Background: an optimization exercise with open tools, aiming at small area and a short achievable clock period. Do not read the settings as production practice.
No run shown here included a check of the RTL's function; only the layout flow was run.
No activity file was given, so power comes from the tool's default toggle rates.

## flow/design.v (module list and top-level ports; edited modules follow where they fit)
// module pipeline_sum: 520 lines
module pipeline_sum (
    input clk,
    input [15:0] a, b,
    output [31:0] r
);
  // ...
==> flow/flow/run.sh <==
#!/bin/bash
set -euo pipefail
MARGIN=25.5
bash standard.sh SETUP_SLACK_MARGIN=$MARGIN SETUP_MOVE_SEQUENCE=sizeup,swap SKIP_GATE_CLONING=1 \
  "BUFFER_PORTS_ARGS=-buffer_cell sky130_fd_sc_hd__buf_1" finish > make_finish.log 2>&1
==> flow/standard.sh <==
#!/bin/bash
# synth_recipe.tcl (not shown) runs the flow's synth.tcl, then flattens the netlist and writes it again
# the make line also repeats each setting of config.mk as NAME=value (left out here)
make -C /OpenROAD-flow-scripts/flow DESIGN_CONFIG=/design/flow/config.mk WORK_HOME=/design/flow/orfs CLKGATE_MAP_FILE= SYNTH_SCRIPT=/design/flow/synth_recipe.tcl "${@:-finish}"
==> flow/config.mk <==
export PLATFORM = sky130hd
export DESIGN_NAME = pipeline_sum
export DESIGN_NICKNAME = pipeline_sum
export VERILOG_FILES = /design/flow/design.v
export SDC_FILE = /design/flow/constraint.sdc
export NUM_CORES = 4
export LEC_CHECK = 0
export ABC_AREA = 1
export CAP_MARGIN = 20
export CORE_MARGIN = 2
export CORE_UTILIZATION = 55
export SLEW_MARGIN = 20
==> flow/constraint.sdc <==
create_clock -name core_clock -period 36.0 [get_ports {clk}]
set_input_delay 7.2000 -clock core_clock [delete_from_list [all_inputs] [get_ports {clk}]]
set_output_delay 7.2000 -clock core_clock [all_outputs]
set_load 0.01 [all_outputs]
==> qor.yml, run 1 <==
floorplanning:
  core_mm2: 0.0203
  fp.dieW_um: 148
cells_and_area:
  multi_input_area_mm2: 0.00800
  fill_cells: 1984
  nNetsFinal: 1802
  multi_input_gates: 1222
  seq_area_mm2: 0.00223
cts:
  cts-resized-gates: 4
  ctsHoldBuffers: 0
  cts_buffers: 9
routing:
  routed.top_layer: "met4"
  first_pass_iters: 5
  vias_per_cell: 5.16
  met3_length_mm: 1.28
setup_path:
  crit_end: "lo_c3[5]$_DFF_P_"
  critical_path_class: "reg2reg"
  cp-startpoint: "bb_c2[1]$_DFF_P_"
  cp_slowest_stage_delay_ps: 410
  critPathSlowestCell: "a21boi_4"
sta:
  worst_slack_ps: 26430
  fin_tns_setup_ps: 0
placement:
  io_buffers: 50
outcome:
  status: "timing/DRC/antenna clean"
power:
  combinationalPower_mw: 0.172
  peakVddDrop_uv: 22.8
global_routing:
  use_met2_pct: 45.2
  use_met3_pct: 4.20
synth:
  synth_top_family_by_area: "simple AND/OR/NAND/NOR gates"
  syn_area_mm2: 0.0114
==> run 2, diff against run 1 <==
--- a/flow/design.v
+++ b/flow/design.v
@@ -129,17 +129,25 @@
   assign s1_r8_bo[1] = (s1_r8_t[0] ^ bb_c1[0]) ? bb_c1[0] : s1_r8_bo[0];
   assign s1_r8_bo[2] = (s1_r8_t[1] ^ bb_c1[1]) ? bb_c1[1] : s1_r8_bo[1];
   assign s1_r8_bo[3] = (s1_r8_t[2] ^ bb_c1[2]) ? bb_c1[2] : s1_r8_bo[2];
   assign s1_r8_bo[4] = (s1_r8_t[3] ^ bb_c1[3]) ? bb_c1[3] : s1_r8_bo[3];
   assign s1_r8_bo[5] = (s1_r8_t[4] ^ bb_c1[4]) ? bb_c1[4] : s1_r8_bo[4];
   assign s1_r8_bo[6] = (s1_r8_t[5] ^ bb_c1[5]) ? bb_c1[5] : s1_r8_bo[5];
   assign s1_r8_bo[7] = (s1_r8_t[6] ^ bb_c1[6]) ? bb_c1[6] : s1_r8_bo[6];
   assign s1_r8_bo[8] = (s1_r8_t[7] ^ bb_c1[7]) ? bb_c1[7] : s1_r8_bo[7];
-  wire s1_r8_q = s1_r8_hz & ~s1_r8_bo[8];
+  wire [8:4] s1_r8_s_gu;
+  assign s1_r8_s_gu[4] = 1'b0;
+  assign s1_r8_s_gu[5] = (s1_r8_t[4] ^ bb_c1[4]) ? bb_c1[4] : s1_r8_s_gu[4];
+  assign s1_r8_s_gu[6] = (s1_r8_t[5] ^ bb_c1[5]) ? bb_c1[5] : s1_r8_s_gu[5];
+  assign s1_r8_s_gu[7] = (s1_r8_t[6] ^ bb_c1[6]) ? bb_c1[6] : s1_r8_s_gu[6];
+  assign s1_r8_s_gu[8] = (s1_r8_t[7] ^ bb_c1[7]) ? bb_c1[7] : s1_r8_s_gu[7];
+  wire s1_r8_s_pu = ~(|(s1_r8_t[7:4] ^ {bb_c1[7], bb_c1[6], bb_c1[5], bb_c1[4]}));
+  wire s1_r8_bf = s1_r8_s_gu[8] | (s1_r8_s_pu & s1_r8_bo[4]);
+  wire s1_r8_q = s1_r8_hz & ~s1_r8_bf;
   wire [7:0] s1_r8_d;
   assign s1_r8_d[0] = s1_r8_t[0] ^ (s1_r8_q & (bb_c1[0] ^ s1_r8_bo[0]));
   assign s1_r8_d[1] = s1_r8_t[1] ^ (s1_r8_q & (bb_c1[1] ^ s1_r8_bo[1]));
   assign s1_r8_d[2] = s1_r8_t[2] ^ (s1_r8_q & (bb_c1[2] ^ s1_r8_bo[2]));
   assign s1_r8_d[3] = s1_r8_t[3] ^ (s1_r8_q & (bb_c1[3] ^ s1_r8_bo[3]));
   assign s1_r8_d[4] = s1_r8_t[4] ^ (s1_r8_q & (bb_c1[4] ^ s1_r8_bo[4]));
   assign s1_r8_d[5] = s1_r8_t[5] ^ (s1_r8_q & (bb_c1[5] ^ s1_r8_bo[5]));
   assign s1_r8_d[6] = s1_r8_t[6] ^ (s1_r8_q & (bb_c1[6] ^ s1_r8_bo[6]));
@@ -153,17 +161,26 @@
   assign s1_r7_bo[2] = (s1_r7_t[1] ^ bb_c1[1]) ? bb_c1[1] : s1_r7_bo[1];
   assign s1_r7_bo[3] = (s1_r7_t[2] ^ bb_c1[2]) ? bb_c1[2] : s1_r7_bo[2];
   assign s1_r7_bo[4] = (s1_r7_t[3] ^ bb_c1[3]) ? bb_c1[3] : s1_r7_bo[3];
   assign s1_r7_bo[5] = (s1_r7_t[4] ^ bb_c1[4]) ? bb_c1[4] : s1_r7_bo[4];
   assign s1_r7_bo[6] = (s1_r7_t[5] ^ bb_c1[5]) ? bb_c1[5] : s1_r7_bo[5];
   assign s1_r7_bo[7] = (s1_r7_t[6] ^ bb_c1[6]) ? bb_c1[6] : s1_r7_bo[6];
   assign s1_r7_bo[8] = (s1_r7_t[7] ^ bb_c1[7]) ? bb_c1[7] : s1_r7_bo[7];
   assign s1_r7_bo[9] = (s1_r7_t[8] ^ bb_c1[8]) ? bb_c1[8] : s1_r7_bo[8];
-  wire s1_r7_q = s1_r7_hz & ~s1_r7_bo[9];
+  wire [9:4] s1_r7_s_gu;
+  assign s1_r7_s_gu[4] = 1'b0;
+  assign s1_r7_s_gu[5] = (s1_r7_t[4] ^ bb_c1[4]) ? bb_c1[4] : s1_r7_s_gu[4];
+  assign s1_r7_s_gu[6] = (s1_r7_t[5] ^ bb_c1[5]) ? bb_c1[5] : s1_r7_s_gu[5];
+  assign s1_r7_s_gu[7] = (s1_r7_t[6] ^ bb_c1[6]) ? bb_c1[6] : s1_r7_s_gu[6];
+  assign s1_r7_s_gu[8] = (s1_r7_t[7] ^ bb_c1[7]) ? bb_c1[7] : s1_r7_s_gu[7];
+  assign s1_r7_s_gu[9] = (s1_r7_t[8] ^ bb_c1[8]) ? bb_c1[8] : s1_r7_s_gu[8];
+  wire s1_r7_s_pu = ~(|(s1_r7_t[8:4] ^ {bb_c1[8], bb_c1[7], bb_c1[6], bb_c1[5], bb_c1[4]}));
+  wire s1_r7_bf = s1_r7_s_gu[9] | (s1_r7_s_pu & s1_r7_bo[4]);
+  wire s1_r7_q = s1_r7_hz & ~s1_r7_bf;
   wire [8:0] s1_r7_d;
   assign s1_r7_d[0] = s1_r7_t[0] ^ (s1_r7_q & (bb_c1[0] ^ s1_r7_bo[0]));
   assign s1_r7_d[1] = s1_r7_t[1] ^ (s1_r7_q & (bb_c1[1] ^ s1_r7_bo[1]));
   assign s1_r7_d[2] = s1_r7_t[2] ^ (s1_r7_q & (bb_c1[2] ^ s1_r7_bo[2]));
   assign s1_r7_d[3] = s1_r7_t[3] ^ (s1_r7_q & (bb_c1[3] ^ s1_r7_bo[3]));
   assign s1_r7_d[4] = s1_r7_t[4] ^ (s1_r7_q & (bb_c1[4] ^ s1_r7_bo[4]));
   assign s1_r7_d[5] = s1_r7_t[5] ^ (s1_r7_q & (bb_c1[5] ^ s1_r7_bo[5]));
   assign s1_r7_d[6] = s1_r7_t[6] ^ (s1_r7_q & (bb_c1[6] ^ s1_r7_bo[6]));
@@ -179,17 +196,26 @@
   assign s1_r6_bo[3] = (s1_r6_t[2] ^ bb_c1[2]) ? bb_c1[2] : s1_r6_bo[2];
   assign s1_r6_bo[4] = (s1_r6_t[3] ^ bb_c1[3]) ? bb_c1[3] : s1_r6_bo[3];
   assign s1_r6_bo[5] = (s1_r6_t[4] ^ bb_c1[4]) ? bb_c1[4] : s1_r6_bo[4];
   assign s1_r6_bo[6] = (s1_r6_t[5] ^ bb_c1[5]) ? bb_c1[5] : s1_r6_bo[5];
   assign s1_r6_bo[7] = (s1_r6_t[6] ^ bb_c1[6]) ? bb_c1[6] : s1_r6_bo[6];
   assign s1_r6_bo[8] = (s1_r6_t[7] ^ bb_c1[7]) ? bb_c1[7] : s1_r6_bo[7];
   assign s1_r6_bo[9] = (s1_r6_t[8] ^ bb_c1[8]) ? bb_c1[8] : s1_r6_bo[8];
   assign s1_r6_bo[10] = (s1_r6_t[9] ^ bb_c1[9]) ? bb_c1[9] : s1_r6_bo[9];
-  wire s1_r6_q = s1_r6_hz & ~s1_r6_bo[10];
+  wire [10:5] s1_r6_s_gu;
+  assign s1_r6_s_gu[5] = 1'b0;
+  assign s1_r6_s_gu[6] = (s1_r6_t[5] ^ bb_c1[5]) ? bb_c1[5] : s1_r6_s_gu[5];
+  assign s1_r6_s_gu[7] = (s1_r6_t[6] ^ bb_c1[6]) ? bb_c1[6] : s1_r6_s_gu[6];
+  assign s1_r6_s_gu[8] = (s1_r6_t[7] ^ bb_c1[7]) ? bb_c1[7] : s1_r6_s_gu[7];
+  assign s1_r6_s_gu[9] = (s1_r6_t[8] ^ bb_c1[8]) ? bb_c1[8] : s1_r6_s_gu[8];
+  assign s1_r6_s_gu[10] = (s1_r6_t[9] ^ bb_c1[9]) ? bb_c1[9] : s1_r6_s_gu[9];
+  wire s1_r6_s_pu = ~(|(s1_r6_t[9:5] ^ {bb_c1[9], bb_c1[8], bb_c1[7], bb_c1[6], bb_c1[5]}));
+  wire s1_r6_bf = s1_r6_s_gu[10] | (s1_r6_s_pu & s1_r6_bo[5]);
+  wire s1_r6_q = s1_r6_hz & ~s1_r6_bf;
   wire [9:0] s1_r6_d;
   assign s1_r6_d[0] = s1_r6_t[0] ^ (s1_r6_q & (bb_c1[0] ^ s1_r6_bo[0]));
   assign s1_r6_d[1] = s1_r6_t[1] ^ (s1_r6_q & (bb_c1[1] ^ s1_r6_bo[1]));
   assign s1_r6_d[2] = s1_r6_t[2] ^ (s1_r6_q & (bb_c1[2] ^ s1_r6_bo[2]));
   assign s1_r6_d[3] = s1_r6_t[3] ^ (s1_r6_q & (bb_c1[3] ^ s1_r6_bo[3]));
   assign s1_r6_d[4] = s1_r6_t[4] ^ (s1_r6_q & (bb_c1[4] ^ s1_r6_bo[4]));
   assign s1_r6_d[5] = s1_r6_t[5] ^ (s1_r6_q & (bb_c1[5] ^ s1_r6_bo[5]));
   assign s1_r6_d[6] = s1_r6_t[6] ^ (s1_r6_q & (bb_c1[6] ^ s1_r6_bo[6]));
==> flow/flow/run.sh (replaced) <==
#!/bin/bash
set -euo pipefail
MARGIN=25
bash standard.sh SETUP_SLACK_MARGIN=$MARGIN SETUP_MOVE_SEQUENCE=sizeup,swap SKIP_GATE_CLONING=1 \
  "BUFFER_PORTS_ARGS=-buffer_cell sky130_fd_sc_hd__buf_1" finish > make_finish.log 2>&1
==> run 2 against run 1 <==
Compared with the run above:
- still clean on timing, DRC and antenna
- global-route usage increased by 1.4 points
- routed wire length is 14% higher
- sequential power about the same
- total power grew 0.74%
- via count up 15%
- count of clock-buffer cells in the layout is 1 higher
- worst setup slack got worse by 340 ps
- clock power shrank 6%
- register-to-register slack got worse by 340 ps
- synthesized cell count grew 15%
- largest power group unchanged
- highest routed layer unchanged
==> qor.yml, run 2 <==
outcome:
  status: "timing/DRC/antenna clean"
floorplanning:
  die_area_mm2: 0.0238
  die_height_um: 154
  initial_core_util_pct: 56.5
  fp.dieW_um: 154  # +4.2%
  rows: 54
  core_mm2: 0.0220  # +8.2%
  io-pin-count: 65
setup_path:
  end_kind: "register"
  cp_slowest_stage_delay_ps: 510  # +100 ps
  start_kind: "register"
  critical_path_class: "reg2reg"
  critPathSlowestCell: "dfxtp_4"
  worstPathArrival_ps: 10150
  crit_required_ps: 36230
  cpMostUsedCell: "nand2_1"
  rr_worst_depth: 66
  crit_fanout: 21
placement:
  dp_cells: 2175
  post_dp_cell_area_mm2: 0.0126
  gp_congestion: 0.927
  io_buffers: 50  # unchanged
  hpwl_mm: 25.6
synth:
  synth_cell_types: 72
  ys_ff_latch: 111
  synth_edf_count: 0
  ys_async_sr_fraction_pct: 0
  synth-main-ff-cell: "dfxtp_1"
  yosysWarningCount: 1
  synth_commonest_cells: "482 x nand2_1, 270 x inv_1, 184 x nand3_1, 116 x nor2_1, 111 x dfxtp_1"
  syn_area_mm2: 0.0124  # +8.8%
  yosysSeqAreaShare_pct: 17.9
  avgSynthCellArea_um2: 6.57
  ys_top_cells_by_area: "dfxtp_1 18%, nand2_1 15%, inv_1 8.2%"
  yosysTopAreaCellShare_pct: 17.9
  synth_most_common_cell: "nand2_1"
  syn_inst: 1887
  synth.largest_area_cell: "dfxtp_1"
worst_hold_path:
  hp-class: "reg2reg"
  whs_path_depth: 0
sta:
  min_period_ps: 9910
  finalMaxSlewViolations: 0
  finalClockSkew_ps: 22.3
  max_freq_ghz: 0.101
  fin_tns_setup_ps: 0  # unchanged
  hold_viol: 0
  relSlewSlack_pct: 49.8
  layout_worst_path_cycle_share_pct: 27.5
  worst_pin_slew_ps: 750
  setup_violations: 0
  rsz0062_at_grt: "no"
cts:
  clock_sinks: 111
  insertion_delay_ps: 370
  path_clk_slew_ps: 100
  post_cts_buffers: 0
  clock_path_buffers: 2
  cts_tree: "built"
  cts_root_buf: "clkbuf_16"
  cts_buffers: 9  # unchanged
  h-tree-depth: 3
cells_and_area:
  layout.cells.non_filler: 2191
  fin_area_mm2: 0.0130
  nNetsFinal: 2047  # +14%
  multi_input_area_mm2: 0.00870  # +8.8%
  seq_area_mm2: 0.00224  # +0.22%
  drive_above_1_share_pct: 11.3
  areaGrowthSynthToFinish_pct: 4.57
  layout_common_cells: "482 x nand2_1, 267 x inv_1, 183 x nand3_1"
  fill_cells: 2191  # +10%
  mostFrequentLayoutCell: "nand2_1"
  diodes: 0
routing:
  first_pass_iters: 7  # +2
  routed.top_layer: "met4"
  first_iter_violations: 648
  vias: 11500
  wl_per_cell_um: 14.5
  wirelength_mm: 31.7
  ant_nets: 0
  met3_length_mm: 1.45  # +13%
  vias_per_cell: 5.24  # +1.6%
  dr_wl_met2_mm: 14.6
  wl_met1_mm: 14.8
  route.detailed.drc: 0
global_routing:
  grt_pass1_vias: 10700
  grt_max_degree: 30
  grt_use_total_pct: 27.2
  overflow: 0
  grt_pass1_wl_mm: 52.6
  antenna_found_initial: 0
power:
  peakVddDrop_uv: 20.8  # -9.0%
  power.density_mw_per_mm2: 33.5
  p_leak_nw: 6.63
job:
  drv_cap: 0
==> run 2: cell type report <==
class / count / area share, %
multi-input cells: 1427 / 67.1
flip-flops and latches: 111 / 17.2
well taps: 280 / 2.70
inverters: 303 / 9.09
clock buffers: 10 / 1.76
clock inverters: 6 / 0.463
repair buffers: 54 / 1.68
==> run 2: critical path: cells and delay by family, from the launching register on <==
| family | cells | cell delay [ps] |
|---|---|---|
| and+or+nand+nor | 45 | 4820 |
| adders and majority gates | 5 | 1700 |
| AOI/OAI and AO/OA | 8 | 1230 |
| buffers and inverters | 6 | 1090 |
| DFF | 1 | 510 |
| xor gates and xnor gates | 2 | 390 |
==> run 2: report_power, final <==
part | switching [mW] | internal, mW | total (mW) | leakage (nW)
Sequential | 0.0132 | 0.138 | 0.151 | 0.931
Combinational | 0.114 | 0.0675 | 0.182 | 5.55
Clock | 0.0530 | 0.0491 | 0.102 | 0.145
==> run 2: per-layer routing <==
layer  global-route usage, %  vias up
met4                    8.81        0
met2                    46.2      267
met1                    36.5     5199
li1                        -     5983
met5                       0        -
met3                    2.61       32
==> run 2: kinds of logic after synthesis <==
| group | after synthesis | synth area share, % |
|---|---|---|
| and+or+nand+nor | 990 | 38.1 |
| buffers and inverters | 362 | 12.8 |
| AOI/OAI and AO/OA | 189 | 8.79 |
| xor gates and xnor gates | 120 | 9.23 |
| adders and majority gates | 112 | 13.0 |
| DFF | 111 | 17.9 |
| muxes | 2 | 0.161 |
| other | 1 | 0.0302 |
==> run 2: path summary, 6_finish.rpt <==
kind	startpoint	end	slack, ps
max	bb_c2[1]$_DFF_P_	lo_c3[5]$_DFF_P_	26090
min reg2reg	q13_c1$_DFF_P_	q13_c2$_DFF_P_	330
max reg2reg	bb_c2[1]$_DFF_P_	lo_c3[5]$_DFF_P_	26090
min	q13_c1$_DFF_P_	q13_c2$_DFF_P_	330
==> run 2: through the flow <==
step           util (%)  power [mW]  setup slack [ps]  hold slack [ps]
5_1_grt            59.1       0.471             25010              332
2_1_floorplan         -       0.300             26930              310
3_5_place_dp       57.4       0.334             25080              312
6_report           59.1       0.435             26090              329
4_1_cts            58.7       0.436             25320              327
3_3_place_gp       57.4       0.332             25220              311
==> run 2: repair_timing <==
action / in CTS / in global routing
setup endpoints to repair: 1 / 19
gates resized for setup: 1 / 25
pin swaps: 0 / 3
hold buffers: 0 / 0

-- afterwards: timing with drivers on the ports --
The flow's constraints put no driver on any port. The routed layouts listed below were extracted and timed again, unchanged, in two steps.
Step 1 assumes that a clkbuf_16 drives the clock port and a buf_2 every other input.
Step 2 adds t to the input delays and takes it off the output delays; t is the mean of the earliest and latest rising clock arrival at the registers after step 1. Input paths then give back, and output paths get back, about the clock's delay inside the block.
a / b / c = no drivers / after step 1 / after step 2; a / b = the first two.
| run | shift t [ns] | slack for setup (ns) | hold WS [ns] | worst setup path at the end |
|---|---|---|---|---|
| run 1 | 0.411 | 26.428 / 26.428 / 26.174 | 0.335 / 0.335 / 0.335 | input to register |
| run 2 | 0.397 | 26.088 / 26.088 / 25.900 | 0.329 / 0.329 / 0.329 | input to register |
After both steps every run listed still meets setup and hold. For run 1, which loses most, drivers alone change the setup slack by 0.000 ns; drivers and shift together by -0.254 ns.
